From an optimization exercise on the open Yosys and OpenROAD flow, aimed at small area; shortcuts taken in it are not production practice. Function was checked by simulation only, so behaviour that the tests miss may differ from the original. In every run shown here, the design's own scripts or RTL, not TritonCTS, make the clock network. The flow treats the clock pin as an ideal source. Dropping or thinning the clock tree relies on that and would not hold on a real chip. No activity file was given, so power comes from the tool's default toggle rates.

## flow/flow/run.sh

```bash
#!/bin/bash
# Layout: the standard ORFS flow (standard.sh) with these changes:
#  * synthesis: the logic is mapped by ABC with area-oriented scripts
#    (flow/abc_area_NN.script, twelve seeds of the same script; flow/multi_abc.tcl
#    keeps the smallest result), without ORFS's adder extraction step
#    (ADDER_MAP_FILE empty), through a copy of ORFS's scripts folder; the
#    registers are mapped by the standard steps and left as they are
#  * ports are buffered with sky130_fd_sc_hd__buf_1
#  * the clock tree is built by flow/mcts.tcl (run before CTS): the clock
#    port drives one clkbuf_8, which drives 8 clkbuf_8, one for each eighth
#    of the registers by placement
# make's full output goes to make.log; each ORFS step logs under orfs/logs.
set -euo pipefail
here=$(pwd)
rm -rf "$here/scripts_area"
cp -r "$FLOW_HOME/scripts" "$here/scripts_area"
cp "$here"/flow/abc_area_*.script "$here/scripts_area/"
cp "$here/flow/abc_area_01.script" "$here/scripts_area/abc_area.script"
sed -i "s|^  log_cmd abc {\*}\$abc_args\$|  source $here/flow/multi_abc.tcl|" "$here/scripts_area/synth.tcl"
grep -q "multi_abc.tcl" "$here/scripts_area/synth.tcl"
BUF="-buffer_cell sky130_fd_sc_hd__buf_1"
export BUFFER_PORTS_ARGS="$BUF" PRE_CTS_TCL="$here/flow/mcts.tcl"
bash standard.sh "SCRIPTS_DIR=$here/scripts_area" "ABC_AREA=1" "ADDER_MAP_FILE=" \
  "PRE_CTS_TCL=$here/flow/mcts.tcl" "BUFFER_PORTS_ARGS=$BUF" finish > make.log 2>&1
```

## flow/flow/abc_area_01.script

```
strash
&get -n
&deepsyn -T 30 -S 1
&put
dch
amap
strash
dch
amap
topo
```

## flow/flow/abc_area_02.script

```
strash
&get -n
&deepsyn -T 30 -S 2
&put
dch
amap
strash
dch
amap
topo
```

## flow/flow/abc_area_03.script

```
strash
&get -n
&deepsyn -T 30 -S 3
&put
dch
amap
strash
dch
amap
topo
```

## flow/flow/abc_area_04.script

```
strash
&get -n
&deepsyn -T 30 -S 4
&put
dch
amap
strash
dch
amap
topo
```

## flow/flow/abc_area_05.script

```
strash
&get -n
&deepsyn -T 30 -S 5
&put
dch
amap
strash
dch
amap
topo
```

## flow/flow/abc_area_06.script

```
strash
&get -n
&deepsyn -T 30 -S 6
&put
dch
amap
strash
dch
amap
topo
```

## flow/flow/abc_area_07.script

```
strash
&get -n
&deepsyn -T 30 -S 7
&put
dch
amap
strash
dch
amap
topo
```

## flow/flow/abc_area_08.script

```
strash
&get -n
&deepsyn -T 30 -S 8
&put
dch
amap
strash
dch
amap
topo
```

## flow/flow/abc_area_09.script

```
strash
&get -n
&deepsyn -T 30 -S 9
&put
dch
amap
strash
dch
amap
topo
```

## flow/flow/abc_area_10.script

```
strash
&get -n
&deepsyn -T 30 -S 10
&put
dch
amap
strash
dch
amap
topo
```

## flow/flow/abc_area_11.script

```
strash
&get -n
&deepsyn -T 30 -S 11
&put
dch
amap
strash
dch
amap
topo
```

## flow/flow/abc_area_12.script

```
strash
&get -n
&deepsyn -T 30 -S 12
&put
dch
amap
strash
dch
amap
topo
```

## flow/flow/mcts.tcl

```tcl
proc mcts_split { items n } {
  set groups [list $items]
  set axis 1
  while {[llength $groups] < $n} {
    set ng {}
    foreach g $groups {
      set s [lsort -real -index $axis $g]
      set h [expr {[llength $s] / 2}]
      lappend ng [lrange $s 0 [expr {$h - 1}]] [lrange $s $h end]
    }
    set groups $ng
    set axis [expr {3 - $axis}]
  }
  return $groups
}
proc mcts_centre { g } {
  set sx 0.0; set sy 0.0
  foreach e $g { set sx [expr {$sx + [lindex $e 1]}]; set sy [expr {$sy + [lindex $e 2]}] }
  set n [llength $g]
  return [list [expr {int($sx / $n)}] [expr {int($sy / $n)}]]
}
proc mcts_buffer { name cell innet x y } {
  set block [ord::get_db_block]
  set inst [odb::dbInst_create $block [[ord::get_db] findMaster $cell] $name]
  set net [odb::dbNet_create $block "${name}_net"]
  $net setSigType CLOCK
  [$inst findITerm A] connect $innet
  [$inst findITerm X] connect $net
  $inst setLocation $x $y
  $inst setPlacementStatus PLACED
  return $net
}
proc mcts_build { nl leafcell nr rootcell } {
  set block [ord::get_db_block]
  set clknet [$block findNet clk]
  set sinks {}
  foreach it [$clknet getITerms] {
    set bb [[$it getInst] getBBox]
    lappend sinks [list $it [expr {([$bb xMin] + [$bb xMax]) / 2.0}] [expr {([$bb yMin] + [$bb yMax]) / 2.0}]]
  }
  foreach it [$clknet getITerms] { $it disconnect }
  set leaves [mcts_split $sinks $nl]
  # leaf centres, grouped for the roots
  set lc {}
  set i 0
  foreach g $leaves { lappend lc [concat [list $i] [mcts_centre $g]]; incr i }
  if {$nr > 0} {
    set rgroups [mcts_split $lc $nr]
  } else {
    set rgroups [list $lc]
  }
  set r 0
  foreach rg $rgroups {
    if {$nr > 0} {
      set c [mcts_centre $rg]
      set innet [mcts_buffer "mcts_root_$r" $rootcell $clknet [lindex $c 0] [lindex $c 1]]
    } else {
      set innet $clknet
    }
    foreach e $rg {
      set li [lindex $e 0]
      set net [mcts_buffer "mcts_leaf_$li" $leafcell $innet [lindex $e 1] [lindex $e 2]]
      foreach s [lindex $leaves $li] { [lindex $s 0] connect $net }
    }
    incr r
  }
  puts "mcts: [llength $sinks] clock pins, $nl leaf buffers ($leafcell), $nr root buffers ($rootcell)"
}

# Used as ORFS's PRE_CTS_TCL: build the tree, then make the step's
# clock_tree_synthesis call a no-op (the rest of the CTS step, timing repair
# and legalisation, runs as usual).
mcts_build 8 sky130_fd_sc_hd__clkbuf_8 1 sky130_fd_sc_hd__clkbuf_8
set_propagated_clock [all_clocks]
proc clock_tree_synthesis { args } {
  puts "clock_tree_synthesis skipped: the clock tree was built by flow/mcts.tcl"
}
```

## flow/flow/multi_abc.tcl

```tcl
# Sourced by synth.tcl in place of its single ABC call: map the logic with
# each flow/abc_area_N.script (the same script with different seeds) and keep
# the smallest result. ABC maps only the logic; the registers, mapped before
# this step, are the same in every result.
design -save my_pre_abc
set my_best ""
set my_best_area 0
foreach my_sc [lsort [glob $::env(SCRIPTS_DIR)/abc_area_*.script]] {
  design -load my_pre_abc
  set my_args $abc_args
  lset my_args [expr {[lsearch -exact $my_args -script] + 1}] $my_sc
  log_cmd abc {*}$my_args
  set my_stat [tee -q -s result.string stat {*}$lib_args]
  regexp {Chip area for module[^:]*:\s*([0-9.]+)} $my_stat -> my_area
  puts "multi-abc: $my_sc area $my_area"
  if {$my_best eq "" || $my_area < $my_best_area} {
    set my_best $my_sc
    set my_best_area $my_area
    design -save my_best_abc
  }
}
design -load my_best_abc
puts "multi-abc: kept $my_best, area $my_best_area"
```

## flow/standard.sh

```bash
#!/bin/bash
# synth_recipe.tcl (not shown) runs the flow's synth.tcl, then flattens the netlist and writes it again
# the make line also repeats each setting of config.mk as NAME=value (left out here)
make -C /OpenROAD-flow-scripts/flow DESIGN_CONFIG=/design/flow/config.mk WORK_HOME=/design/flow/orfs CLKGATE_MAP_FILE= SYNTH_SCRIPT=/design/flow/synth_recipe.tcl "${@:-finish}"
```

## flow/config.mk

```make
export PLATFORM = sky130hd
export DESIGN_NAME = ds18b20_light
export DESIGN_NICKNAME = ds18b20_light
export VERILOG_FILES = /design/flow/design.v
export SDC_FILE = /design/flow/constraint.sdc
export NUM_CORES = 4
export LEC_CHECK = 0
export CAP_MARGIN = 20
export CORE_MARGIN = 2
export CORE_UTILIZATION = 40
export SLEW_MARGIN = 20
```

## flow/constraint.sdc

```tcl
create_clock -name core_clock -period 20.0 [get_ports {clk}]
set_input_delay 4.0000 -clock core_clock [delete_from_list [all_inputs] [get_ports {clk}]]
set_output_delay 4.0000 -clock core_clock [all_outputs]
set_load 0.01 [all_outputs]
```

## flow/design.v

```verilog
`timescale 1ns / 1ps
module ds_time(
  input        clk, rst,
  output [2:0] pos_prev,      
  output [2:0] pos_now,       
  output reg   started,       
  output       first,         
  output reg [2:0] a5,        
  output       tick,          
  output       tick2,         
  output       upd,           
  output       z120,          
  output       b_ev,          
  output       s_ev,          
  output       h_ev,          
  output       bc0            
);
reg [13:10] uh;
reg [9:0]  un;                          
wire [13:0] u = {uh, ~un};
wire [13:0] u1 = u + 14'd1;
reg [2:0]  b5;
reg [1:0]  m3;
reg [3:0]  bc;
always @(posedge clk or posedge rst)
  if (rst) begin
    uh <= 4'd0; un <= 10'd0; a5 <= 3'd0; b5 <= 3'd0; m3 <= 2'd0; bc <= 4'd0; started <= 1'b0;
  end else begin
    uh <= u1[13:10];
    un <= ~u1[9:0];
    a5 <= (a5 == 3'd4) ? 3'd0 : a5 + 3'd1;
    if (a5 == 3'd4) b5 <= (b5 == 3'd4) ? 3'd0 : b5 + 3'd1;
    m3 <= (m3 == 2'd2) ? 2'd0 : m3 + 2'd1;
    bc <= (bc == 4'd10) ? 4'd0 : bc + 4'd1;
    if (u[10] & u[8]) started <= 1'b1;
  end
assign pos_prev = u[13:11];
assign pos_now  = u[13:11] + {2'b00, &u[10:0]};
assign first    = ~started & (&u[9:0]);
wire   h     = ~u[0] ^ a5[0] ^ b5[0];
assign tick  = ~u[0] & (a5 == 3'd0) & (b5 == 3'd0);
assign tick2 = ~u[0] & (a5 == 3'd2) & (b5 == 3'd0);
assign upd   = h & (b5 == 3'd1);
wire   m14   = (m3 == 2'd2) & (a5 == 3'd4);      
assign z120  = (m3 == 2'd0) & (a5 == 3'd0) & (u[2:0] == 3'd7);
assign s_ev  = m14 & (u[3:0] == 4'd14);
assign h_ev  = m14 & (u[2:0] == 3'd6);
assign b_ev  = (m3 == 2'd0) & (a5 == 3'd0) & (u[3:0] == 4'd15);
assign bc0   = (bc == 4'd0);
endmodule
module ds_btn(
  input      clk, rst, btn,
  output reg o_btn
);
reg [18:0] q;
reg        sat;
wire hit = (q == (19'h2b44b ^ 19'h2AAAA));    
wire run = btn & ~rst;
always @(posedge clk)
  if (run) begin
    q   <= {~q[17:0], ~(q[18] ^ q[17] ^ q[16] ^ q[13])};
    sat <= sat | hit;
  end else begin
    q   <= 19'h2AAAA;
    sat <= 1'b0;
  end
always @(posedge clk or posedge rst)
  if (rst) o_btn <= 1'b0;
  else if (btn) o_btn <= hit & ~sat;
endmodule
module ds_adc(
  input            clk, rst, sdata, first,
  input            b_ev, s_ev, h_ev, z120, bc0,
  output           clk_ad,
  output           cs,
  output [7:0]     sample,       
  output reg [7:0] sample_d      
);
reg       clk_r;                  
reg [3:0] slot;
reg       f1;                     
always @(posedge clk or posedge rst)
  if (rst) begin
    clk_r <= 1'b0; slot <= 4'd0; f1 <= 1'b1;
  end else begin
    if (h_ev) clk_r <= ~clk_r;
    if (s_ev) begin
      if (slot == 4'd13) slot <= 4'd0;
      else if (slot == 4'd4) begin
        slot <= f1 ? 4'd5 : 4'd6;
        f1 <= 1'b0;
      end else slot <= slot + 4'd1;
    end
  end
assign clk_ad = first | ~(clk_r ^ z120);
assign cs = ~((clk_r & (slot >= 4'd4)) | (~clk_r & ((slot >= 4'd5) | ((slot == 4'd0) & ~f1))));
wire ad_load  = b_ev & (slot == 4'd0) & ~f1;
wire ad_shift = b_ev & (slot >= 4'd5);
reg [7:0] sr;
always @(posedge clk)
  if (ad_shift) sr <= {sr[6:0], sdata};
reg [1:0] pl;                      
always @(posedge clk or posedge rst)
  if (rst) begin
    pl <= 2'd0; sample_d <= 8'd0;
  end else if (ad_load) pl <= 2'd1;
  else if (bc0) begin
    if (pl == 2'd1) pl <= 2'd2;
    else if (pl == 2'd2) begin
      pl <= 2'd0;
      sample_d <= sr;
    end
  end
assign sample = (pl != 2'd0) ? sr : sample_d;
endmodule
module ds_ow(
  input            clk, rst, bus, tick, tick2, upd, bc0,
  input      [2:0] a5,
  output           pull,
  output reg [3:0] tl,           
  output reg [7:0] th            
);
localparam [3:0] S00 = 4'd0, S1 = 4'd1, S2 = 4'd2, S4 = 4'd3, S5 = 4'd4, S6 = 4'd5,
                 S7 = 4'd6, WR0 = 4'd7, WR1 = 4'd8, RD1 = 4'd9, RD3 = 4'd10;
reg [3:0]  st;
reg [5:0]  sp;          
reg        owb;         
reg        pbit;        
reg [1:0]  pt;          
reg        adv;         
reg [3:0]  nst;
reg [14:0] kr;
reg        kc, clr, km;
wire       j0 = (a5 == 3'd0);
wire       cin = j0 | kc;
wire [3:0] ksum = {1'b0, kr[2:0]} + {3'd0, cin};
wire [2:0] knew = upd ? (clr ? 3'd0 : ksum[2:0]) : kr[2:0];
reg [14:0] kw;
always @(*)
  case (st)
    S1:      kw = 15'd502;
    S2:      kw = 15'd102;
    S4:      kw = 15'd401;
    S6:      kw = 15'd29105;       
    WR0:     kw = 15'd81;
    WR1:     kw = 15'd82;
    RD1:     kw = 15'd12;
    RD3:     kw = 15'd57;
    default: kw = 15'd0;
  endcase
reg [2:0] kwn;
always @(*)
  case (a5)
    3'd0: kwn = kw[2:0];
    3'd1: kwn = kw[5:3];
    3'd2: kwn = kw[8:6];
    3'd3: kwn = kw[11:9];
    default: kwn = kw[14:12];
  endcase
always @(posedge clk) begin
  kr <= {knew, kr[14:3]};
  kc <= ksum[3];
  km <= (j0 | km) & (&(kr[2:0] | ~kwn));
  if (tick) clr <= adv;
end
wire s6end = km & (sp == 6'd52);
reg wbit;
always @(*)
  case (sp)
    6'd15, 6'd16, 6'd19, 6'd20, 6'd23, 6'd27,
    6'd32, 6'd33, 6'd36, 6'd37, 6'd39, 6'd40, 6'd41, 6'd42, 6'd43, 6'd45: wbit = 1'b1;
    default: wbit = 1'b0;
  endcase
always @(*) begin
  adv = 1'b1;
  nst = st;
  case (st)
    S00:  nst = S1;
    S1:   begin adv = km; nst = S2; end
    S2:   begin adv = km; nst = bus ? S1 : S4; end
    S4:   begin adv = km; nst = S5; end
    S5:   if (sp == 6'd29) nst = S6;
          else if (sp == 6'd46) nst = S7;
          else nst = wbit ? WR1 : WR0;
    S6:   begin adv = s6end | bus; nst = S1; end
    S7:   nst = (sp == 6'd63) ? S1 : RD1;
    WR0:  begin adv = owb & ~clr; nst = S5; end
    WR1:  begin adv = km; nst = S5; end
    RD1:  begin adv = km; nst = RD3; end
    RD3:  begin adv = km; nst = S7; end
    default: nst = S00;
  endcase
end
always @(posedge clk or posedge rst)
  if (rst) begin
    st <= S00; sp <= 6'd13; owb <= 1'b1;
  end else if (tick) begin
    if (adv) st <= nst;
    case (st)
      S1:   if (clr) owb <= 1'b0;
            else if (km) owb <= 1'b1;
      S5:   begin
              sp <= sp + 6'd1;
              if (sp == 6'd29) owb <= 1'b1;
              else if (sp != 6'd46 && wbit) owb <= 1'b0;
            end
      S6:   if (adv) sp <= 6'd30;
            else if (kc) sp <= sp + 6'd1;
      S7:   if (sp == 6'd63) sp <= 6'd13;
            else begin sp <= sp + 6'd1; owb <= 1'b0; end
      WR0:  if (clr) owb <= 1'b0;
            else if (km) owb <= 1'b1;
      WR1:  if (!clr) owb <= 1'b1;
      RD1:  if (!clr) owb <= 1'b1;
      default: ;
    endcase
  end
assign pull = ~owb;
wire rd_ev = tick & (st == RD3) & clr;
always @(posedge clk)
  if (rd_ev) pbit <= bus;
always @(posedge clk or posedge rst)
  if (rst) pt <= 2'd0;
  else if (rd_ev) pt <= 2'd1;
  else if (bc0) begin
    if (pt == 2'd1) pt <= 2'd2;
    else if (pt == 2'd2) pt <= 2'd0;
  end
wire [3:0] idx = sp[3:0];
wire commit_lo = (pt != 2'd0) & tick2 & (idx[3:2] == 2'd0);
wire commit_hi = (pt == 2'd2) & bc0;
wire init = tick & (st == S00);
always @(posedge clk)
  if (init) tl <= 4'hF;
  else if (commit_lo) tl[idx[1:0]] <= pbit;
always @(posedge clk)
  if (init) th <= 8'h01;
  else if (commit_hi && idx >= 4'd4 && idx <= 4'd11) th[idx - 4'd4] <= pbit;
endmodule
module ds_disp(
  input        clk, rst, btn, started, first,
  input  [2:0] a,
  input  [3:0] tl,
  input  [7:0] th,
  input  [7:0] sample_d,
  output [7:0] seg_out
);
reg flag0, flag1, flag2;
always @(posedge clk or posedge rst)
  if (rst) begin
    flag0 <= 1'b1; flag1 <= 1'b1; flag2 <= 1'b1;
  end else begin
    flag0 <= flag0 ^ btn;
    flag1 <= flag0;
    flag2 <= flag1;
  end
wire [7:0] x = flag2 ? th : ~sample_d;
function [3:0] add3;
  input [3:0] v;
  add3 = (v >= 4'd5) ? v + 4'd3 : v;
endfunction
wire [3:0] d1 = add3({1'b0, x[7:5]});
wire [3:0] d2 = add3({d1[2:0], x[4]});
wire [3:0] d3 = add3({d2[2:0], x[3]});
wire [3:0] d4 = add3({d3[2:0], x[2]});
wire [3:0] d5 = add3({d4[2:0], x[1]});
wire [3:0] e1 = add3({1'b0, d1[3], d2[3], d3[3]});
wire [3:0] e2 = add3({e1[2:0], d4[3]});
wire [3:0] ones = {d5[2:0], x[0]};
wire [3:0] tens = {e2[2:0], d5[3]};
wire [3:0] hund = {2'b00, e1[3], e2[3]};
wire [7:0] fr = {tl, 3'b000} + {2'b00, tl, 1'b0};
wire [3:0] frac = fr[7:4];
reg [3:0] nib;
always @(*)
  if (!started || a[2]) nib = 4'd0;
  else if (flag2)
    case (a[1:0])
      2'd0: nib = frac;
      2'd1: nib = ones;
      2'd2: nib = tens;
      default: nib = hund;
    endcase
  else
    case (a[1:0])
      2'd0: nib = ones;
      2'd1: nib = tens;
      2'd2: nib = hund;
      default: nib = 4'd0;
    endcase
reg [6:0] seg;
always @(*)
  case (nib)
    4'h0: seg = 7'h40;
    4'h1: seg = 7'h79;
    4'h2: seg = 7'h24;
    4'h3: seg = 7'h30;
    4'h4: seg = 7'h19;
    4'h5: seg = 7'h12;
    4'h6: seg = 7'h02;
    4'h7: seg = 7'h78;
    4'h8: seg = 7'h00;
    4'h9: seg = 7'h10;
    4'hA: seg = 7'h7E;
    4'hB: seg = 7'h7D;
    4'hC: seg = 7'h7B;
    4'hD: seg = 7'h77;
    4'hE: seg = 7'h6F;
    default: seg = 7'h5F;
  endcase
wire dp = flag1 & (a == 3'd1);
assign seg_out = first ? 8'hFF : {~dp, seg};
endmodule
module ds18b20_light(clk,rst,ds18b20_in,ds18b20_pull,the_btn,SEG7_SEG,SEG7_SEL,ADC549_DATA,ADC549_CLK,ADC549_CS_N,led);
input  clk,rst,the_btn,ADC549_DATA;
input  ds18b20_in;      
output ds18b20_pull;    
output ADC549_CLK,ADC549_CS_N;
output [7:0] led;
output [7:0] SEG7_SEG;
output [3:0] SEG7_SEL;
wire [2:0] pos_prev, pos_now;
wire started, first, tick, tick2, upd, z120, b_ev, s_ev, h_ev, bc0;
wire [2:0] a5;
ds_time tm(.clk(clk), .rst(rst), .pos_prev(pos_prev), .pos_now(pos_now), .started(started),
  .first(first), .a5(a5), .tick(tick), .tick2(tick2), .upd(upd), .z120(z120), .b_ev(b_ev), .s_ev(s_ev), .h_ev(h_ev), .bc0(bc0));
assign SEG7_SEL = (pos_now == 3'd0) ? 4'b1110 :
                  (pos_now == 3'd1) ? 4'b1101 :
                  (pos_now == 3'd2) ? 4'b1011 :
                  (pos_now == 3'd3) ? 4'b0111 : 4'b1111;
wire o_btn;
ds_btn bt(.clk(clk), .rst(rst), .btn(the_btn), .o_btn(o_btn));
wire [7:0] sample, sample_d;
ds_adc ad(.clk(clk), .rst(rst), .sdata(ADC549_DATA), .first(first), .z120(z120), .b_ev(b_ev), .s_ev(s_ev),
  .h_ev(h_ev), .bc0(bc0), .clk_ad(ADC549_CLK), .cs(ADC549_CS_N), .sample(sample), .sample_d(sample_d));
wire [7:0] change = ~sample;
assign led = rst ? 8'h00 :
             (change > 8'hDF) ? 8'hFF :
             (change > 8'hBF) ? 8'h7F :
             (change > 8'h9F) ? 8'h3F :
             (change > 8'h7F) ? 8'h1F :
             (change > 8'h5F) ? 8'h0F :
             (change > 8'h3F) ? 8'h07 :
             (change > 8'h1F) ? 8'h03 :
             (change > 8'h02) ? 8'h01 : 8'h00;
wire [3:0] tl;
wire [7:0] th;
ds_ow ow(.clk(clk), .rst(rst), .bus(ds18b20_in), .tick(tick), .tick2(tick2), .upd(upd), .a5(a5), .bc0(bc0),
  .pull(ds18b20_pull), .tl(tl), .th(th));
ds_disp dsp(.clk(clk), .rst(rst), .btn(o_btn), .started(started), .first(first), .a(pos_prev),
  .tl(tl), .th(th), .sample_d(sample_d), .seg_out(SEG7_SEG));
endmodule
```

==> impl_summary.log, run 1 <==
INFO  metric status = complete, no violations
INFO  metric power_report.internal_total = 0.000293 W
INFO  metric cts.reportedPaths.clkPinSlew = approximately 0.10 ns
INFO  metric synth_cells = approximately 640
INFO  metric detailed_place_hpwl = roughly 8400 um
INFO  metric worst_relative_slew_slack = a little under half
INFO  metric fraction_of_layout_cells_with_a_size_suffix_above_1 = 2.81%
INFO  metric grt_overflow = 0
INFO  metric critical_path_buf_inv_count = 5
INFO  metric maxCapViolations = 0
INFO  metric pre_cts_ws = 10.67 ns
INFO  metric synth-main-ff-cell = dfrtp_1
INFO  metric design.core.area = 13100 um^2
INFO  metric antennaDiodeCount = 0
INFO  metric power.net_switching = just over 0.00009 W
INFO  metric hold_viol_final = 0
INFO  metric fin_crit = between 9 and 10 ns
INFO  metric rsz0062_at_grt = no
INFO  metric timing.final.ws_setup = between 10 and 15 ns
INFO  metric nFillCells = ~1.3k
INFO  metric critPathTopFamily = compound AO/OA/AOI/OAI gates
INFO  metric setup_violations = 0
INFO  metric synthMostInstantiatedCell = nor2_1
INFO  metric seq_power_share = 63.6%
INFO  metric grt_antenna_before_repair = 0
INFO  metric remaining_drc_errors = 0
INFO  metric avgRoutedWirePerCell = 12.9 um
INFO  metric grt_pass1_vias = 4367
INFO  metric syn_nets = between 600 and 700
INFO  metric register_area = 2790 um^2
INFO  metric worstSetupEndpointType = output port
INFO  metric worstPathMaxFanout = 13
INFO  metric startpoint_type = register
INFO  metric tightestPinTransition = 0.806 ns
INFO  metric drt-total-wl = 11000 um
INFO  metric synth_top_cells_by_area = dfrtp_1, dfxtp_1, nor2_1, clkinv_1, edfxtp_1
INFO  metric num_vias = 4448
INFO  metric post_synth_instance_area = 5310 um^2
INFO  metric vdd.ir_drop.worst = about 0.000038 V
INFO  metric power_frac_clock = between 20% and 30%
INFO  metric synthesis.area_per_instance = 8.30 um^2
INFO  metric worst_clock_skew = 0.0185 ns
INFO  metric die_outline_area = ~14000 um^2
INFO  metric cellLeakagePower = roughly 2.1 nW
INFO  metric crit_path_cell_trace = clkinv_1, o22ai_1, clkinv_1, a22oi_1, nor2_1, o32ai_1, clkinv_1, o22ai_1, clkinv_1, nor3_1, o22ai_1, nor2_1, nor4_1, nor4_1, o21a_1, nor2_1, o21ai_0, nor2_1, o21ai_0, nor2b_1, nor2b_1, buf_1
INFO  metric post_cts.resized_instances = 0
INFO  metric gpl.final_weighted_congestion = slightly below 0.9
INFO  metric initial_utilization = between 40% and 50%
INFO  metric synthArstFlopShare = 50.4%
INFO  metric ioPinCount = 28
INFO  metric p_per_area = 66.7 nW/um^2
INFO  metric post_cts_setup_repair_buffer_count = 0
INFO  metric insertion_delay = 0.39 ns
INFO  metric drtIter0Drc = 255
INFO  metric grt_start_max_net_pins = 64
INFO  metric final_min_period_over_clock_period = a little under half
INFO  metric synth_enable_flop_cells = 10
INFO  metric maxClockFrequency = roughly 0.11 GHz
INFO  metric cp_data_required_time = around 16 ns
INFO  metric synth_largest_area_cell = dfrtp_1
INFO  metric grt.total_usage = 15.7%
INFO  metric grt_first_pass_wirelength = between 15000 and 20000 um
INFO  metric yosysSeqAreaShare = 52.6%
INFO  metric yosysUniqueCellTypes = 42
INFO  metric synth-warning-count = 5
INFO  metric synth.top_cell.area_share = 24.5%
INFO  metric fin_setup_tns = 0 ns
INFO  metric i_o_buffers = 27
INFO  metric detail_route.vias_per_cell = 5.22
INFO  metric ant_nets = 0
INFO  metric timing.final.max_slew_violations = 0
INFO  metric worst_hold_path_type = register to register
INFO  metric critical_path.slowest_cell = dfstp_2
INFO  metric first_pass_iters = 4
INFO  metric combinationalPowerShare = 7.4%
INFO  metric synth_commonest_cells = nor2_1, clkinv_1, nand2_1
INFO  metric die_width = ~120 um
INFO  metric numnets_final = 683
INFO  metric area_of_the_multi_input_gates = 2200 um^2
INFO  metric crit_path_category = register to output port
INFO  metric placementRows = 42
INFO  metric synthesis_to_layout_area_growth = 8.54%
INFO  metric cp.arrival = 5.44 ns
INFO  metric ys_ff_latch = 119
INFO  metric die_boundary_height = between 100 and 150 um
INFO  metric slowest_stage_delay_cp = 0.67 ns
INFO  metric p_sw_share = a little under a quarter
INFO  metric hold_buffers = 0
==> registers in the layout, summed over array words and instances, names as in the netlist, 6 cells and up <==
name / cells
bt.q: 19
ow.kr: 15
tm.un: 10
ad.sample_d: 8
ad.sr: 8
ow.th: 8
ow.sp: 6
==> cells in the final DEF (no fill, tap or decap), types with 4 or more instances in the layout <==
master	instances
or2_0	12
dfxtp_1	49
nor3_1	22
clkbuf_8	9
nand2_1	69
nor4_1	8
o21ai_0	46
dfrtp_1	52
o21a_1	4
buf_1	27
o22a_1	4
a221oi_1	4
dfstp_2	8
a21oi_1	40
o22ai_1	21
nand3_1	7
a211oi_1	7
clkinv_1	83
edfxtp_1	10
or3_1	12
and3_1	5
nor2b_1	8
nor2_1	127
==> cell type report <==
| class | instances | share of cell area [%] |
|---|---|---|
| buffer | 9 | 2.15 |
| multi-input combinational | 436 | 38.2 |
| tap | 176 | 3.82 |
| inverter | 84 | 5.48 |
| sequential | 119 | 48.5 |
| timing repair buffer | 28 | 1.89 |
==> through the flow <==
step / util, % / cells / area, um^2 / hold slack, ns / total power, W
finish: 44.0 / 852 / 5760 / 0.310 / 0.000384
global route: 44.0 / 852 / 5760 / 0.316 / 0.000402
CTS: 44.0 / 852 / 5760 / 0.313 / 0.000389
detailed placement: 43.1 / 843 / 5630 / 0.314 / 0.000278
global placement: 43.1 / 843 / 5630 / 0.312 / 0.000277
floorplan: - / 639 / 5310 / 0.310 / 0.000272
==> worst paths after layout <==
kind | endpoint | cells after the start | slack [ns] | startpoint
worst max-delay path | SEG7_SEG[0] | 22 | 10.56 | dsp.flag2
worst min-delay path | ow.kr[2] | 0 | 0.31 | ow.kr[5]
worst max register to register | ow.sp[2] | 13 | 16.16 | ow.sp[0]
worst min register to register | ow.kr[2] | 0 | 0.31 | ow.kr[5]
max in group asynchronous | ad.slot[2] | 3 | 15.63 | rst
min in group asynchronous | ow.sp[5] | 3 | 3.85 | rst
==> per-layer routing <==
| layer | GRT usage, % | vias to the layer above | part of all wire [%] |
|---|---|---|---|
| met5 | 0 | - | 0 |
| met4 | 3.35 | 0 | 2.1 |
| met2 | 28.6 | 81 | 48 |
| met1 | 20.2 | 2067 | 46 |
| met3 | 1.39 | 16 | 3.7 |
| li1 | - | 2284 | - |
==> logic make-up after synthesis <==
group	share of synthesized area, %
AOI/OAI and AO/OA	18.3
DFF	52.6
and+or+nand+nor	23.1
buffers and inverters	5.94
==> power groups by stage <==
stage / logic (W) / registers [W] / clock network [W]
after floorplan: 0.0000224 / 0.000249 / 0
after global placement: 0.0000274 / 0.000250 / 0
after detailed placement: 0.0000284 / 0.000250 / 0
after CTS: 0.0000285 / 0.000244 / 0.000116
after global routing: 0.0000327 / 0.000245 / 0.000125
final: 0.0000285 / 0.000244 / 0.000111
==> inputs of run 2 (changes only) <==
--- a/flow/flow/run.sh
+++ b/flow/flow/run.sh
@@ -7,8 +7,8 @@
 #    registers are mapped by the standard steps and left as they are
 #  * ports are buffered with sky130_fd_sc_hd__buf_1
 #  * the clock tree is built by flow/mcts.tcl (run before CTS): the clock
-#    port drives one clkbuf_8, which drives 8 clkbuf_8, one for each eighth
-#    of the registers by placement
+#    port drives 4 clkbuf_16, one for each quarter of the registers by
+#    placement
 # make's full output goes to make.log; each ORFS step logs under orfs/logs.
 set -euo pipefail
 here=$(pwd)
--- a/flow/flow/mcts.tcl
+++ b/flow/flow/mcts.tcl
@@ -70,7 +70,7 @@
 # Used as ORFS's PRE_CTS_TCL: build the tree, then make the step's
 # clock_tree_synthesis call a no-op (the rest of the CTS step, timing repair
 # and legalisation, runs as usual).
-mcts_build 8 sky130_fd_sc_hd__clkbuf_8 1 sky130_fd_sc_hd__clkbuf_8
+mcts_build 4 sky130_fd_sc_hd__clkbuf_16 0 none
 set_propagated_clock [all_clocks]
 proc clock_tree_synthesis { args } {
   puts "clock_tree_synthesis skipped: the clock tree was built by flow/mcts.tcl"
--- a/flow/config.mk
+++ b/flow/config.mk
@@ -7,5 +7,5 @@
 export LEC_CHECK = 0
 export CAP_MARGIN = 20
 export CORE_MARGIN = 2
-export CORE_UTILIZATION = 40
+export CORE_UTILIZATION = 70
 export SLEW_MARGIN = 20
==> run 2 against run 1 <==
Synthesized cell count unchanged. Critical path type is now input pin to output port. Clock skew down 0.0010 ns. Critical endpoint is now led[0]. Sequential power barely moved. Still clean.
==> impl_summary.log, run 2 <==
INFO  metric status = complete, no violations
INFO  metric drt-total-wl = 12300 um
INFO  metric avgRoutedWirePerCell = 16.0 um
INFO  metric reg2reg_depth = 13
INFO  metric post_cts_setup_repair_buffer_count = 0
INFO  metric p_per_area = 65.3 nW/um^2
INFO  metric tightestPinTransition = between 0.8 and 0.9 ns
INFO  metric maxClockFrequency = 0.107 GHz
INFO  metric remaining_drc_errors = 0
INFO  metric post_cts.resized_instances = 0
INFO  metric syn_nets = 644
INFO  metric grt_pass1_vias = 4518
INFO  metric synth_cells = 639
INFO  metric grt.total_usage = between 20% and 30%
INFO  metric largest_registers = bt.q x19, ow.kr x15, tm.un x10
INFO  metric drtIter0Drc = between 300 and 400
INFO  metric synthesis.area_per_instance = 8.30 um^2
INFO  metric grt_first_pass_wirelength = roughly 21000 um
INFO  metric hold_buffers = 0
INFO  metric final_min_period_over_clock_period = 46.7%
INFO  metric commonest_non_fill_non_tap_cell_in_the_layout = nor2_1
INFO  metric crit_path_category = input pin to output port
INFO  metric numnets_final = 678
INFO  metric i_o_buffers = 27
INFO  metric nFillCells = 527
INFO  metric die_width = approximately 91 um
INFO  metric worst_relative_slew_slack = 43.5%
INFO  metric pre_cts_ws = 10.60 ns
INFO  metric startpoint_type = input pin
INFO  metric antennaDiodeCount = 0
INFO  metric grt_overflow = 0
INFO  metric rsz0062_at_grt = no
INFO  metric setup_violations = 0
INFO  metric grt_antenna_before_repair = 0
INFO  metric layout.cells.most_common_list = nor2_1, clkinv_1, nand2_1
INFO  metric detail_route.vias_per_cell = 6.15
INFO  metric fin_crit = 9.34 ns
INFO  metric timing.final.ws_setup = ~11 ns
INFO  metric register_area = 2790 um^2
INFO  metric met3WireLength = 725 um
INFO  metric synth_top_cells_by_area = dfrtp_1, dfxtp_1, nor2_1, clkinv_1, edfxtp_1
INFO  metric gpl.final_weighted_congestion = 0.964
INFO  metric timing.final.max_slew_violations = 0
INFO  metric first_pass_iters = 8
INFO  metric worst_hold_path_type = register to register
INFO  metric synth_commonest_cells = nor2_1, clkinv_1, nand2_1
INFO  metric synth-warning-count = 5
INFO  metric ioPinCount = 28
INFO  metric synth.top_cell.area_share = 24.5%
INFO  metric worstSetupEndpointType = output port
INFO  metric cts.reportedPaths.clkPinSlew = 0.10 ns
INFO  metric min_delay_path_depth = 0
INFO  metric placementRows = 31
INFO  metric yosysUniqueCellTypes = 42
INFO  metric grt_start_max_net_pins = 52
INFO  metric post_synth_instance_area = 5310 um^2
INFO  metric max_flop_register = bt.q
INFO  metric route.top_layer_used = met4
INFO  metric maxCapViolations = 0
INFO  metric synth_enable_flop_cells = 10
INFO  metric largest_register_ff_count = 19
INFO  metric wirelength_met1 = 5150 um
INFO  metric num_vias = 4732
INFO  metric yosysSeqAreaShare = a little over half
INFO  metric cp_data_required_time = 16.00 ns
INFO  metric fin_setup_tns = 0 ns
INFO  metric worstPathMaxFanout = 51
INFO  metric area_of_the_multi_input_gates = 2200 um^2
INFO  metric cp.arrival = ~5.3 ns
INFO  metric cellLeakagePower = 2.12 nW
INFO  metric hold_viol_final = 0
INFO  metric die_outline_area = 8290 um^2
INFO  metric worst_clock_skew = 0.0175 ns
INFO  metric synthesis_to_layout_area_growth = 6.27%
INFO  metric synth-main-ff-cell = dfrtp_1
INFO  metric ant_nets = 0
INFO  metric detailroute.wirelength.met2 = slightly above 6000 um
INFO  metric insertion_delay = 0.18 ns
INFO  metric initial_utilization = a little over 70%
INFO  metric synthArstFlopShare = about half
INFO  metric synthMostInstantiatedCell = nor2_1
INFO  metric vdd.ir_drop.worst = between 0.00008 and 0.00009 V
INFO  metric fraction_of_layout_cells_with_a_size_suffix_above_1 = 2.09%
INFO  metric die_boundary_height = about 90 um
INFO  metric ys_ff_latch = 119
INFO  metric design.core.area = around 7300 um^2
INFO  metric detailed_place_hpwl = 9300 um
INFO  metric synth_largest_area_cell = dfrtp_1
[run 2: layout make-up]
cell class / count / area share (%)
well taps: 99 / 2.20
multi-input cells: 436 / 39.0
flip-flops and latches: 119 / 49.5
plain buffers: 4 / 1.78
inverters: 84 / 5.59
repair buffers: 28 / 1.93
[run 2: layer usage]
metal  vias to the layer above  GRT usage, %
met5                         -             0
met3                        36          1.99
met1                      2226          39.8
li1                       2269             -
met2                       201          52.8
met4                         0          7.95
[run 2: where the power goes]
part           total (W)  switching, W  internal (W)
Clock          0.0000943     0.0000571     0.0000371
Combinational  0.0000292     0.0000204    0.00000886
Sequential      0.000245    0.00000140      0.000243
[run 2: critical path, stage by stage]
cell and delay [ns]:
buf_1 0.11, inv_2 0.22, buf_4 0.58, a31o_1 0.25, buf_1 0.15
[run 2: worst paths after layout]
path / start / end / slack (ns)
min reg2reg: ow.kr[3] / ow.kr[0] / 0.34
max reg2reg: ow.sp[0] / ow.sp[2] / 16.07
min: ow.kr[3] / ow.kr[0] / 0.34
min in group asynchronous: rst / ow.sp[1] / 3.76
max in group asynchronous: rst / tm.uh[12] / 15.32
max: rst / led[0] / 10.66
[run 2: logic make-up (layout without fill, tap and decap cells)]
group / count (synthesis) / in the layout / synth area share (%)
AOI/OAI and AO/OA: 157 / 157 / 18.3
DFF: 119 / 119 / 52.6
buffers and inverters: 84 / 116 / 5.94
and+or+nand+nor: 279 / 279 / 23.1
[run 2: metrics by stage]
| step | power, W | instance area [um^2] | instances | utilization (%) | hold WS [ns] |
|---|---|---|---|---|---|
| after floorplan | 0.000272 | 5310 | 639 | - | 0.310 |
| after global placement | 0.000277 | 5540 | 766 | 75.9 | 0.311 |
| after detailed placement | 0.000278 | 5540 | 766 | 75.9 | 0.314 |
| after CTS | 0.000368 | 5640 | 770 | 77.3 | 0.338 |
| after global routing | 0.000380 | 5640 | 770 | 77.3 | 0.344 |
| final | 0.000368 | 5640 | 770 | 77.3 | 0.336 |
==> inputs of run 3 (changes only) <==
--- a/flow/config.mk
+++ b/flow/config.mk
@@ -7,5 +7,5 @@
 export LEC_CHECK = 0
 export CAP_MARGIN = 20
 export CORE_MARGIN = 2
-export CORE_UTILIZATION = 70
+export CORE_UTILIZATION = 40
 export SLEW_MARGIN = 20
==> run 3 against run 2 <==
Synthesized cell count is the same. First-iteration DRC count shrank 26%. Cell area grew 1.7%. Highest routed layer unchanged. Die area grew 71%. Clock power grew 1%. Total power grew 0.17%. Maximum frequency grew 0.47%. Synthesized area is the same. Routed wire length shrank 11%. Clock skew shrank 0.0074 ns. Largest cell class unchanged. Critical endpoint is now led[3].
==> impl_summary.log, run 3 <==
INFO  metric largest_register_ff_count = 19
INFO  metric grt_pass1_vias = 4291
INFO  metric die_width = 119 um
INFO  metric vdd.ir_drop.worst = 0.0000476 V
INFO  metric hold_ws = 0.337 ns
INFO  metric die_boundary_height = roughly 120 um
INFO  metric yosysSeqAreaShare = 52.6%
INFO  metric synthMostInstantiatedCell = nor2_1
INFO  metric worstSetupEndpointType = output port
INFO  metric ioPinCount = 28
INFO  metric initial_utilization = 40.5%
INFO  metric hp-start = ow.kr[8]
INFO  metric cts.reportedPaths.clkPinSlew = 0.11 ns
INFO  metric synth-main-ff-cell = dfrtp_1
INFO  metric cp.arrival = 5.29 ns
INFO  metric synth_commonest_cells = nor2_1, clkinv_1, nand2_1
INFO  metric antennaDiodeCount = 0
INFO  metric grt_antenna_before_repair = 0
INFO  metric grt_overflow = 0
INFO  metric ys_ff_latch = 119
INFO  metric post_cts_setup_repair_buffer_count = 0
INFO  metric die_outline_area = 14200 um^2
INFO  metric max_flop_register = bt.q
INFO  metric grt.total_usage = between 10% and 20%
INFO  metric fin_crit = 9.29 ns
INFO  metric commonest_non_fill_non_tap_cell_in_the_layout = nor2_1
INFO  metric synthArstFlopShare = 50.4%
INFO  metric timing.rr.end = ow.sp[2]
INFO  metric worst_relative_slew_slack = a little under half
INFO  metric worst_hold_path_type = register to register
INFO  metric tightestPinTransition = around 0.8 ns
INFO  metric layout.cells.most_common_list = nor2_1, clkinv_1, nand2_1
INFO  metric maxCapViolations = 0
INFO  metric detail_route.vias_per_cell = 5.25
INFO  metric dp.cells = 843
INFO  metric rsz0062_at_grt = no
INFO  metric reg2reg_depth = 13
INFO  metric final_min_period_over_clock_period = 46.5%
INFO  metric grt_first_pass_wirelength = approximately 19000 um
INFO  metric synth_largest_area_cell = dfrtp_1
INFO  metric hold_end = ow.kr[5]
INFO  metric drt-total-wl = between 10000 and 15000 um
INFO  metric synth_cells = 639
INFO  metric maxClockFrequency = between 0.1 and 0.15 GHz
INFO  metric numnets_final = slightly below 700
INFO  metric fraction_of_layout_cells_with_a_size_suffix_above_1 = 2.09%
INFO  metric grt_start_max_net_pins = 64
INFO  metric hold_viol_final = 0
INFO  metric remaining_drc_errors = 0
INFO  metric startpoint_type = input pin
INFO  metric total_power = 0.000369 W
INFO  metric nFillCells = 1301
INFO  metric synthesis_to_layout_area_growth = 8.09%
INFO  metric yosysUniqueCellTypes = 42
INFO  metric synth_enable_flop_cells = 10
INFO  metric synth-warning-count = 5
INFO  metric syn_nets = 644
INFO  metric insertion_delay = 0.17 ns
INFO  metric post_synth_instance_area = 5310 um^2
INFO  metric num_vias = 4445
INFO  metric status = complete, no violations
INFO  metric fin_setup_tns = 0 ns
INFO  metric worstPathMaxFanout = 63
INFO  metric synthesis.area_per_instance = 8.30 um^2
INFO  metric gpl.final_weighted_congestion = 0.868
INFO  metric placementRows = between 40 and 50
INFO  metric layout.cells.non_filler = ~850
INFO  metric p_per_area = between 60 and 70 nW/um^2
INFO  metric setup_violations = 0
INFO  metric i_o_buffers = 27
INFO  metric regToRegStartpoint = ow.sp[0]
INFO  metric post_cts.resized_instances = 0
INFO  metric cp_data_required_time = 16.00 ns
INFO  metric drtIter0Drc = 249
INFO  metric synth.top_cell.area_share = 24.5%
INFO  metric min_delay_path_depth = 0
INFO  metric design.core.area = 13100 um^2
INFO  metric first_pass_iters = 4
INFO  metric ant_nets = 0
INFO  metric timing.final.max_slew_violations = 0
INFO  metric detailed_place_hpwl = 8430 um
INFO  metric r2r_setup_slack = 16.16 ns
INFO  metric synth_top_cells_by_area = dfrtp_1, dfxtp_1, nor2_1, clkinv_1, edfxtp_1
INFO  metric worst_clock_skew = between 0.01 and 0.015 ns
INFO  metric crit_path_category = input pin to output port
INFO  metric cellLeakagePower = between 2 and 2.5 nW
INFO  metric hold_buffers = 0
INFO  metric avgRoutedWirePerCell = about 13 um
INFO  metric largest_registers = bt.q x19, ow.kr x15, tm.un x10
==> run 3: cells by family (layout without fill, tap and decap cells) <==
group                  Yosys count  count (layout)  synth area share, %
AO/OA/AOI/OAI                  157             157                 18.3
buffers and inverters           84             116                 5.94
flip-flops                     119             119                 52.6
AND/OR/NAND/NOR                279             279                 23.1
==> run 3: worst max-delay path, cell delays in order <==
cell     delay, ns
buf_1         0.11
inv_2         0.05
buf_4         0.62
nand2_1       0.15
o21ai_0       0.20
buf_1         0.17
==> run 3: metal layers <==
layer,track usage [%],vias to the layer above,share of wire [%]
met1,20.5,2075,47
met5,0,-,0
met3,1.15,17,3.5
met4,2.75,0,1.8
met2,28.1,84,48
li1,-,2269,-
==> run 3: power by group <==
part	switching, W	leakage (nW)	total [W]	internal (W)
clock network	0.0000583	0.0493	0.0000955	0.0000372
logic	0.0000198	0.870	0.0000286	0.00000886
registers	0.00000138	1.20	0.000245	0.000243
==> run 3: worst max path at each step <==
stage | startpoint | end | slack, ns | cells past startpoint
global route | dsp.flag2 | SEG7_SEG[0] | 10.18 | 22
finish | rst | led[3] | 10.71 | 6
detailed placement | rst | led[3] | 10.67 | 6
CTS | rst | led[3] | 10.65 | 6
global placement | rst | led[3] | 10.72 | 6
floorplan | rst | led[0] | 10.09 | 2
==> run 3: area by class of cell <==
type | instances | area, um^2 | share of cell area (%)
repair buffers | 28 | 109 | 1.90
flip-flops and latches | 119 | 2790 | 48.7
plain buffers | 4 | 100 | 1.75
inverters | 84 | 315 | 5.50
multi-input cells | 436 | 2200 | 38.3
well taps | 176 | 220 | 3.84
==> run 3: metrics by stage <==
step	util, %	cell area [um^2]	worst slack, ns
finish	43.8	5730	10.71
global route	43.8	5730	10.18
CTS	43.8	5730	10.65
detailed placement	43.1	5630	10.67
global placement	43.1	5630	10.72
floorplan	-	5310	10.09
==> inputs of run 4 (changes only) <==
--- a/flow/design.v
+++ b/flow/design.v
@@ -219,13 +219,9 @@
 wire rd_ev = tick & (st == RD3) & clr;
 always @(posedge clk)
   if (rd_ev) pbit <= bus;
-always @(posedge clk or posedge rst)
-  if (rst) pt <= 2'd0;
-  else if (rd_ev) pt <= 2'd1;
-  else if (bc0) begin
-    if (pt == 2'd1) pt <= 2'd2;
-    else if (pt == 2'd2) pt <= 2'd0;
-  end
+always @(posedge clk)
+  if (rd_ev) pt <= 2'd1;
+  else if (bc0) pt <= (pt == 2'd1) ? 2'd2 : 2'd0;
 wire [3:0] idx = sp[3:0];
 wire commit_lo = (pt != 2'd0) & tick2 & (idx[3:2] == 2'd0);
 wire commit_hi = (pt == 2'd2) & bc0;
@@ -273,7 +269,8 @@
 wire [3:0] frac = fr[7:4];
 reg [3:0] nib;
 always @(*)
-  if (!started || a[2]) nib = 4'd0;
+  if (first) nib = 4'hF;                  
+  else if (!started || a[2]) nib = 4'd0;
   else if (flag2)
     case (a[1:0])
       2'd0: nib = frac;
@@ -301,15 +298,15 @@
     4'h7: seg = 7'h78;
     4'h8: seg = 7'h00;
     4'h9: seg = 7'h10;
-    4'hA: seg = 7'h7E;
-    4'hB: seg = 7'h7D;
-    4'hC: seg = 7'h7B;
-    4'hD: seg = 7'h77;
-    4'hE: seg = 7'h6F;
-    default: seg = 7'h5F;
+    4'hA: seg = 7'h00;                   
+    4'hB: seg = 7'h10;
+    4'hC: seg = 7'h00;
+    4'hD: seg = 7'h10;
+    4'hE: seg = 7'h00;
+    default: seg = 7'h7F;                
   endcase
 wire dp = flag1 & (a == 3'd1);
-assign seg_out = first ? 8'hFF : {~dp, seg};
+assign seg_out = {~dp, seg};
 endmodule
 module ds18b20_light(clk,rst,ds18b20_in,ds18b20_pull,the_btn,SEG7_SEG,SEG7_SEL,ADC549_DATA,ADC549_CLK,ADC549_CS_N,led);
 input  clk,rst,the_btn,ADC549_DATA;
==> run 4 against run 3 <==
Still clean on timing, DRC and antenna. Register-to-register slack improved by 0.57 ns. Worst hold slack improved by 0.0013 ns. Final cell count decreased by 0.47%. Synthesized area decreased by 0.59%. Largest cell class unchanged. Routed wire length increased by 2.6%. Critical path type is now register to output port. Core utilization increased by 0.96 points. Via count decreased by 0.16%. Sequential power about the same. Clock skew increased by 0.0044 ns.
==> impl_summary.log, run 4 <==
INFO  metric insertion_delay = 0.17 ns
INFO  metric die_outline_area = 14100 um^2
INFO  metric reg2reg_depth = 8
INFO  metric gpl.final_weighted_congestion = 0.917
INFO  metric synth.top_cell.area_share = around a quarter
INFO  metric setup_violations = 0
INFO  metric worst_relative_slew_slack = 42.3%
INFO  metric worst_clock_skew = 0.0145 ns
INFO  metric fraction_of_layout_cells_with_a_size_suffix_above_1 = 2.09%
INFO  metric grt_antenna_before_repair = 0
INFO  metric timing.rr.end = ow.th[2]
INFO  metric commonest_non_fill_non_tap_cell_in_the_layout = nor2_1
INFO  metric remaining_drc_errors = 0
INFO  metric avgRoutedWirePerCell = 13.4 um
INFO  metric post_synth_instance_area = 5270 um^2
INFO  metric p_per_area = approximately 65 nW/um^2
INFO  metric yosysSeqAreaShare = 52.8%
INFO  metric drt-total-wl = approximately 11000 um
INFO  metric yosysUniqueCellTypes = 42
INFO  metric synth_largest_area_cell = dfrtp_1
INFO  metric detail_route.vias_per_cell = 5.26
INFO  metric die_boundary_height = 119 um
INFO  metric final_min_period_over_clock_period = 49.4%
INFO  metric grt_first_pass_wirelength = 19300 um
INFO  metric synthArstFlopShare = about 49%
INFO  metric crit_path_category = register to output port
INFO  metric drtIter0Drc = 239
INFO  metric i_o_buffers = 27
INFO  metric hold_end = ow.kr[0]
INFO  metric hp-start = ow.kr[3]
INFO  metric rsz0062_at_grt = no
INFO  metric synthMostInstantiatedCell = nor2_1
INFO  metric detailed_place_hpwl = 8750 um
INFO  metric synth_cells = 639
INFO  metric tightestPinTransition = approximately 0.86 ns
INFO  metric synth_commonest_cells = nor2_1, clkinv_1, nand2_1
INFO  metric numnets_final = about 680
INFO  metric vdd.ir_drop.worst = roughly 0.000048 V
INFO  metric cts.reportedPaths.clkPinSlew = between 0.1 and 0.15 ns
INFO  metric largest_registers = bt.q x19, ow.kr x15, tm.un x10
INFO  metric first_pass_iters = 5
INFO  metric synth_enable_flop_cells = 10
INFO  metric synth-warning-count = 5
INFO  metric maxClockFrequency = 0.101 GHz
INFO  metric ys_ff_latch = ~120
INFO  metric cp_data_required_time = approximately 16 ns
INFO  metric hold_viol_final = 0
INFO  metric die_width = 119 um
INFO  metric regToRegStartpoint = tm.a5[0]
INFO  metric maxCapViolations = 0
INFO  metric ioPinCount = 28
INFO  metric status = complete, no violations
INFO  metric max_flop_register = bt.q
INFO  metric hold_buffers = 0
INFO  metric final_core_util = between 40% and 50%
INFO  metric grt_pass1_vias = 4176
INFO  metric grt.total_usage = 15.9%
INFO  metric post_cts.resized_instances = 0
INFO  metric placementRows = 41
INFO  metric ant_nets = 0
INFO  metric largest_register_ff_count = 19
INFO  metric post_cts_setup_repair_buffer_count = 0
INFO  metric worstPathMaxFanout = 12
INFO  metric min_delay_path_depth = 0
INFO  metric antennaDiodeCount = 0
INFO  metric syn_nets = 644
INFO  metric layout.cells.most_common_list = nor2_1, clkinv_1, nand2_1
INFO  metric design.core.area = 12700 um^2
INFO  metric synthesis_to_layout_area_growth = 8.04%
INFO  metric num_vias = 4438
INFO  metric synth_top_cells_by_area = dfrtp_1, dfxtp_1, nor2_1, clkinv_1, edfxtp_1
INFO  metric synthesis.area_per_instance = 8.25 um^2
INFO  metric fin_setup_tns = 0 ns
INFO  metric worst_hold_path_type = register to register
INFO  metric startpoint_type = register
INFO  metric fin_crit = just under 10 ns
INFO  metric r2r_setup_slack = 16.73 ns
INFO  metric initial_utilization = between 40% and 50%
INFO  metric cp.arrival = 5.87 ns
INFO  metric worstSetupEndpointType = output port
INFO  metric timing.final.max_slew_violations = 0
INFO  metric grt_overflow = 0
INFO  metric synth-main-ff-cell = dfxtp_1
INFO  metric grt_start_max_net_pins = 62
INFO  metric cellLeakagePower = between 2 and 2.5 nW
[run 4: cell count changes in the layout (fill, tap and decap cells not counted), moves of 5 or more]
cell and delta:
nand3_1 +7, clkinv_1 +9, nor2b_1 -5, a211oi_1 -5, nor2_1 -5, o21ai_0 -5
[run 4: area by class of cell]
class	instances	area [um^2]
fill	1331	7020
sequential	119	2780
multi-input combinational	427	2140
inverter	93	349
tap	172	215
timing repair buffer	28	109
buffer	4	100
[run 4: metal layers]
layer | track usage (%) | routed length (um) | vias to the layer above
li1 | - | - | 2256
met1 | 21.6 | 5230 | 2061
met2 | 27.6 | 5360 | 91
met3 | 1.20 | 361 | 30
met4 | 4.17 | 347 | 0
met5 | 0 | 0 | -
[run 4: logic make-up (layout without fill, tap and decap cells)]
kind of cell,Yosys count,in the layout,synth area share [%]
AND/OR/NAND/NOR,272,272,22.5
AO/OA/AOI/OAI,155,155,18.1
buffers and inverters,93,125,6.62
flip-flops,119,119,52.8
[run 4: worst max-delay path, stage by stage (launching register included)]
cell and delay (ns):
dfstp_2 0.66, clkinv_1 0.25, o22ai_1 0.46, nor2_1 0.17, clkinv_1 0.09, nor3_1 0.06, nor3_1 0.26, clkinv_1 0.13
o21ai_0 0.25, nand2_1 0.08, o21ai_0 0.17, o21ai_0 0.24, nor3_1 0.46, nor2_1 0.15, o21ai_0 0.19, a21oi_1 0.05
nor4_1 0.53, nor2_1 0.09, o22a_1 0.23, nor2_1 0.16, clkinv_1 0.10, o21ai_0 0.26, nor2_1 0.12, a21oi_1 0.16
a31oi_1 0.08, nor2_1 0.12, buf_1 0.16
[run 4: how the worst max path moves through the flow]
stage,start,to,slack [ns],depth (start not counted)
floorplan,rst,led[0],9.50,4
global placement,rst,led[0],10.17,7
detailed placement,rst,led[0],10.11,7
CTS,rst,led[0],10.10,7
global route,dsp.flag2,SEG7_SEG[2],9.28,26
finish,dsp.flag2,SEG7_SEG[2],10.13,26
[run 4: through the flow]
step | area, um^2 | std cells | setup WS (ns) | power, W | hold slack, ns
2_1_floorplan | 5270 | 639 | 9.50 | 0.000272 | 0.310
3_3_place_gp | 5600 | 839 | 10.17 | 0.000280 | 0.312
3_5_place_dp | 5600 | 839 | 10.11 | 0.000280 | 0.312
4_1_cts | 5700 | 843 | 10.10 | 0.000374 | 0.339
5_1_grt | 5700 | 843 | 9.28 | 0.000388 | 0.343
6_report | 5700 | 843 | 10.13 | 0.000370 | 0.339
[run 4: power by group]
| group | internal (W) | switching, W |
|---|---|---|
| registers | 0.000243 | 0.00000138 |
| logic | 0.00000862 | 0.0000218 |
| clock network | 0.0000371 | 0.0000574 |
| total | 0.000289 | 0.0000806 |
==> inputs of run 5 (changes only) <==
--- a/flow/flow/run.sh
+++ b/flow/flow/run.sh
@@ -1,7 +1,7 @@
 #!/bin/bash
 # Layout: the standard ORFS flow (standard.sh) with these changes:
 #  * synthesis: the logic is mapped by ABC with area-oriented scripts
-#    (flow/abc_area_NN.script, twelve seeds of the same script; flow/multi_abc.tcl
+#    (flow/abc_area_NN.script, 24 seeds of the same script; flow/multi_abc.tcl
 #    keeps the smallest result), without ORFS's adder extraction step
 #    (ADDER_MAP_FILE empty), through a copy of ORFS's scripts folder; the
 #    registers are mapped by the standard steps and left as they are
==> flow/flow/abc_area_13.script (new file) <==
strash
&get -n
&deepsyn -T 30 -S 13
&put
dch
amap
strash
dch
amap
topo
==> flow/flow/abc_area_14.script (new file) <==
strash
&get -n
&deepsyn -T 30 -S 14
&put
dch
amap
strash
dch
amap
topo
==> flow/flow/abc_area_15.script (new file) <==
strash
&get -n
&deepsyn -T 30 -S 15
&put
dch
amap
strash
dch
amap
topo
==> flow/flow/abc_area_16.script (new file) <==
strash
&get -n
&deepsyn -T 30 -S 16
&put
dch
amap
strash
dch
amap
topo
==> flow/flow/abc_area_17.script (new file) <==
strash
&get -n
&deepsyn -T 30 -S 17
&put
dch
amap
strash
dch
amap
topo
==> flow/flow/abc_area_18.script (new file) <==
strash
&get -n
&deepsyn -T 30 -S 18
&put
dch
amap
strash
dch
amap
topo
==> flow/flow/abc_area_19.script (new file) <==
strash
&get -n
&deepsyn -T 30 -S 19
&put
dch
amap
strash
dch
amap
topo
==> flow/flow/abc_area_20.script (new file) <==
strash
&get -n
&deepsyn -T 30 -S 20
&put
dch
amap
strash
dch
amap
topo
==> flow/flow/abc_area_21.script (new file) <==
strash
&get -n
&deepsyn -T 30 -S 21
&put
dch
amap
strash
dch
amap
topo
==> flow/flow/abc_area_22.script (new file) <==
strash
&get -n
&deepsyn -T 30 -S 22
&put
dch
amap
strash
dch
amap
topo
==> flow/flow/abc_area_23.script (new file) <==
strash
&get -n
&deepsyn -T 30 -S 23
&put
dch
amap
strash
dch
amap
topo
==> flow/flow/abc_area_24.script (new file) <==
strash
&get -n
&deepsyn -T 30 -S 24
&put
dch
amap
strash
dch
amap
topo
==> run 5 against run 4 <==
Sequential cell count stayed put. Critical path depth fell by 19. Via count decreased by 1.7%. Routed wire length fell by 7.2%. Maximum frequency up 1.6%. Still clean. Total power up 0.21%.
==> impl_summary.log, run 5 <==
INFO  metric synth_enable_flop_cells = 10
INFO  metric gpl.final_weighted_congestion = 0.943
INFO  metric combinationalPowerShare = 8.4%
INFO  metric synth-warning-count = 5
INFO  metric vdd.ir_drop.worst = roughly 0.000043 V
INFO  metric rsz0062_at_grt = no
INFO  metric synth_cells = 635
INFO  metric design.core.area = 12700 um^2
INFO  metric syn_nets = 640
INFO  metric cp_data_required_time = 16.00 ns
INFO  metric drt-total-wl = 10500 um
INFO  metric detailed_place_hpwl = 8120 um
INFO  metric timing.critical_path.to = led[0]
INFO  metric timing.final.max_slew_violations = 0
INFO  metric grt_overflow = 0
INFO  metric crit_path_start = rst
INFO  metric max_flop_register = bt.q
INFO  metric synth-main-ff-cell = dfxtp_1
INFO  metric crit_path_category = input pin to output port
INFO  metric status = complete, no violations
INFO  metric cp.arrival = 5.71 ns
INFO  metric cts.reportedPaths.clkPinSlew = 0.10 ns
INFO  metric grt_pass1_vias = 3962
INFO  metric drtIter0Drc = 232
INFO  metric nFillCells = around 1.3k
INFO  metric seq_power_share = between 60% and 70%
INFO  metric synth_largest_area_cell = dfrtp_1
INFO  metric ioPinCount = 28
INFO  metric worstPathMaxFanout = 61
INFO  metric timing.rr.end = ow.th[4]
INFO  metric placementRows = between 40 and 50
INFO  metric power_report.internal_total = approximately 0.00029 W
INFO  metric r2r_setup_slack = 16.59 ns
INFO  metric maxCapViolations = 0
INFO  metric synthesis.area_per_instance = 8.30 um^2
INFO  metric largest_register_ff_count = 19
INFO  metric i_o_buffers = 27
INFO  metric worst_clock_skew = ~0.012 ns
INFO  metric synth.top_cell.area_share = 23.7%
INFO  metric hold_viol_final = 0
INFO  metric post_cts.resized_instances = 0
INFO  metric commonest_non_fill_non_tap_cell_in_the_layout = nor2_1
INFO  metric yosysUniqueCellTypes = 44
INFO  metric grt_start_max_net_pins = between 60 and 70
INFO  metric layout.cells.most_common_list = nor2_1, clkinv_1, nand2_1
INFO  metric synthMostInstantiatedCell = nor2_1
INFO  metric synth_top_cells_by_area = dfrtp_1, dfxtp_1, nor2_1, clkinv_1, edfxtp_1
INFO  metric fin_setup_tns = 0 ns
INFO  metric p_sw_share = 21.6%
INFO  metric synthesis_to_layout_area_growth = 8.19%
INFO  metric worst_hold_path_type = register to register
INFO  metric fraction_of_layout_cells_with_a_size_suffix_above_1 = 2.25%
INFO  metric avgRoutedWirePerCell = around 12 um
INFO  metric grt_antenna_before_repair = 0
INFO  metric ys_ff_latch = 119
INFO  metric maxClockFrequency = 0.103 GHz
INFO  metric final_core_util = roughly 45%
INFO  metric initial_utilization = between 40 and 50%
INFO  metric die_outline_area = about 14000 um^2
INFO  metric largest_registers = bt.q x19, ow.kr x15, tm.un x10
INFO  metric p_per_area = 65.0 nW/um^2
INFO  metric cellLeakagePower = 2.07 nW
INFO  metric reg2reg_depth = 8
INFO  metric power.net_switching = 0.0000800 W
INFO  metric num_vias = 4362
INFO  metric fin_crit = 9.71 ns
INFO  metric detail_route.vias_per_cell = 5.19
INFO  metric final_min_period_over_clock_period = between 40 and 50%
INFO  metric die_width = 119 um
INFO  metric remaining_drc_errors = 0
INFO  metric numnets_final = between 600 and 700
INFO  metric setup_violations = 0
INFO  metric synth_commonest_cells = nor2_1, clkinv_1, nand2_1
INFO  metric tightestPinTransition = 1.09 ns
INFO  metric grt_first_pass_wirelength = between 15000 and 20000 um
INFO  metric grt.total_usage = between 10% and 20%
INFO  metric yosysSeqAreaShare = between 50% and 60%
INFO  metric first_pass_iters = 4
INFO  metric post_cts_setup_repair_buffer_count = 0
INFO  metric hold_buffers = 0
INFO  metric synthArstFlopShare = 48.7%
INFO  metric startpoint_type = input pin
INFO  metric insertion_delay = 0.17 ns
INFO  metric worst_relative_slew_slack = approximately 27%
INFO  metric antennaDiodeCount = 0
INFO  metric worstSetupEndpointType = output port
INFO  metric post_synth_instance_area = 5270 um^2
INFO  metric ant_nets = 0
INFO  metric power_frac_clock = 25.6%
INFO  metric die_boundary_height = ~120 um
INFO  metric regToRegStartpoint = tm.b5[1]
run 5: worst min path at each step:
stage	from	to	slack, ns	cells past startpoint
6_report	ow.kr[6]	ow.kr[3]	0.34	0
3_5_place_dp	ow.kr[6]	ow.kr[3]	0.31	0
2_1_floorplan	ow.kr[3]	ow.kr[0]	0.31	0
3_3_place_gp	ow.kr[5]	ow.kr[2]	0.31	0
5_1_grt	ow.kr[6]	ow.kr[3]	0.34	0
4_1_cts	ow.kr[6]	ow.kr[3]	0.34	0
run 5: layer usage:
layer / GRT usage (%) / up-vias / wire length [um]
met5: 0 / - / 0
met4: 2.90 / 0 / 157
met3: 1.16 / 14 / 313
met2: 24.8 / 72 / 4830
met1: 20.4 / 2011 / 5180
li1: - / 2265 / -
run 5: layout make-up:
cell class	instances	area [um^2]	share of cell area, %
sequential	119	2780	48.8
multi-input combinational	432	2170	38.1
inverter	84	315	5.53
tap	172	215	3.78
timing repair buffer	29	116	2.04
buffer	4	100	1.76
run 5: kinds of logic after synthesis:
family / after synthesis / share of synthesized area (%)
AO/OA/AOI/OAI: 164 / 19.3
buffers and inverters: 84 / 5.98
flip-flops: 119 / 52.8
AND/OR/NAND/NOR: 268 / 21.9
run 5: critical path, stage by stage:
cell and delay (ns):
buf_1 0.10, inv_2 0.05, buf_4 0.56, o221ai_1 0.45
o21ai_0 0.25, a31o_1 0.14, buf_1 0.15
run 5: power by group through the flow:
stage / clock network, W / logic (W) / registers, W
final: 0.0000949 / 0.0000310 / 0.000244
after global routing: 0.000105 / 0.0000364 / 0.000245
after CTS: 0.0000977 / 0.0000309 / 0.000244
after detailed placement: 0 / 0.0000309 / 0.000249
after global placement: 0 / 0.0000299 / 0.000249
after floorplan: 0 / 0.0000243 / 0.000249
run 5: through the flow:
stage          hold slack, ns  setup WS, ns  std cells  total power, W  area, um^2
4_1_cts                 0.339         10.16        840        0.000373        5700
3_5_place_dp            0.314         10.17        836        0.000280        5600
3_3_place_gp            0.311         10.21        836        0.000279        5600
5_1_grt                 0.341          9.94        840        0.000386        5700
2_1_floorplan           0.310          9.50        635        0.000273        5270
6_report                0.337         10.29        840        0.000370        5700

==> separate check: timing with driven ports <==
No port has a modelled driver above. Below, the same layouts with a new extraction and two added sets of constraints.
Step 1: set_driving_cell puts a clkbuf_16 on clk and a buf_2 on each other input, an assumption about the parent block.
Step 2 adds t to the input delays and takes it off the output delays; t is the mean of the earliest and latest rising clock arrival at the registers after step 1. Input paths then give back, and output paths get back, about the clock's delay inside the block.
a / b / c = ideal ports / drivers / drivers and shift; a / b = the first two.
run	shift t [ns]	setup WS [ns]	worst setup path after step 2	worst register clock-pin slew, ns
run 1	0.414	10.556 / 10.524 / 10.704	input to output	0.10 / 0.10
run 2	0.251	10.664 / 10.617 / 10.641	input to output	0.12 / 0.12
run 3	0.252	10.708 / 10.677 / 10.686	input to output	0.11 / 0.11
run 4	0.243	10.129 / 10.048 / 10.204	input to output	0.11 / 0.11
run 5	0.247	10.286 / 10.266 / 10.266	input to output	0.11 / 0.11
After both steps setup and hold are still met in every run listed. The setup slack of run 2, which loses most, moves by -0.047 ns with the drivers and by -0.023 ns with both steps.
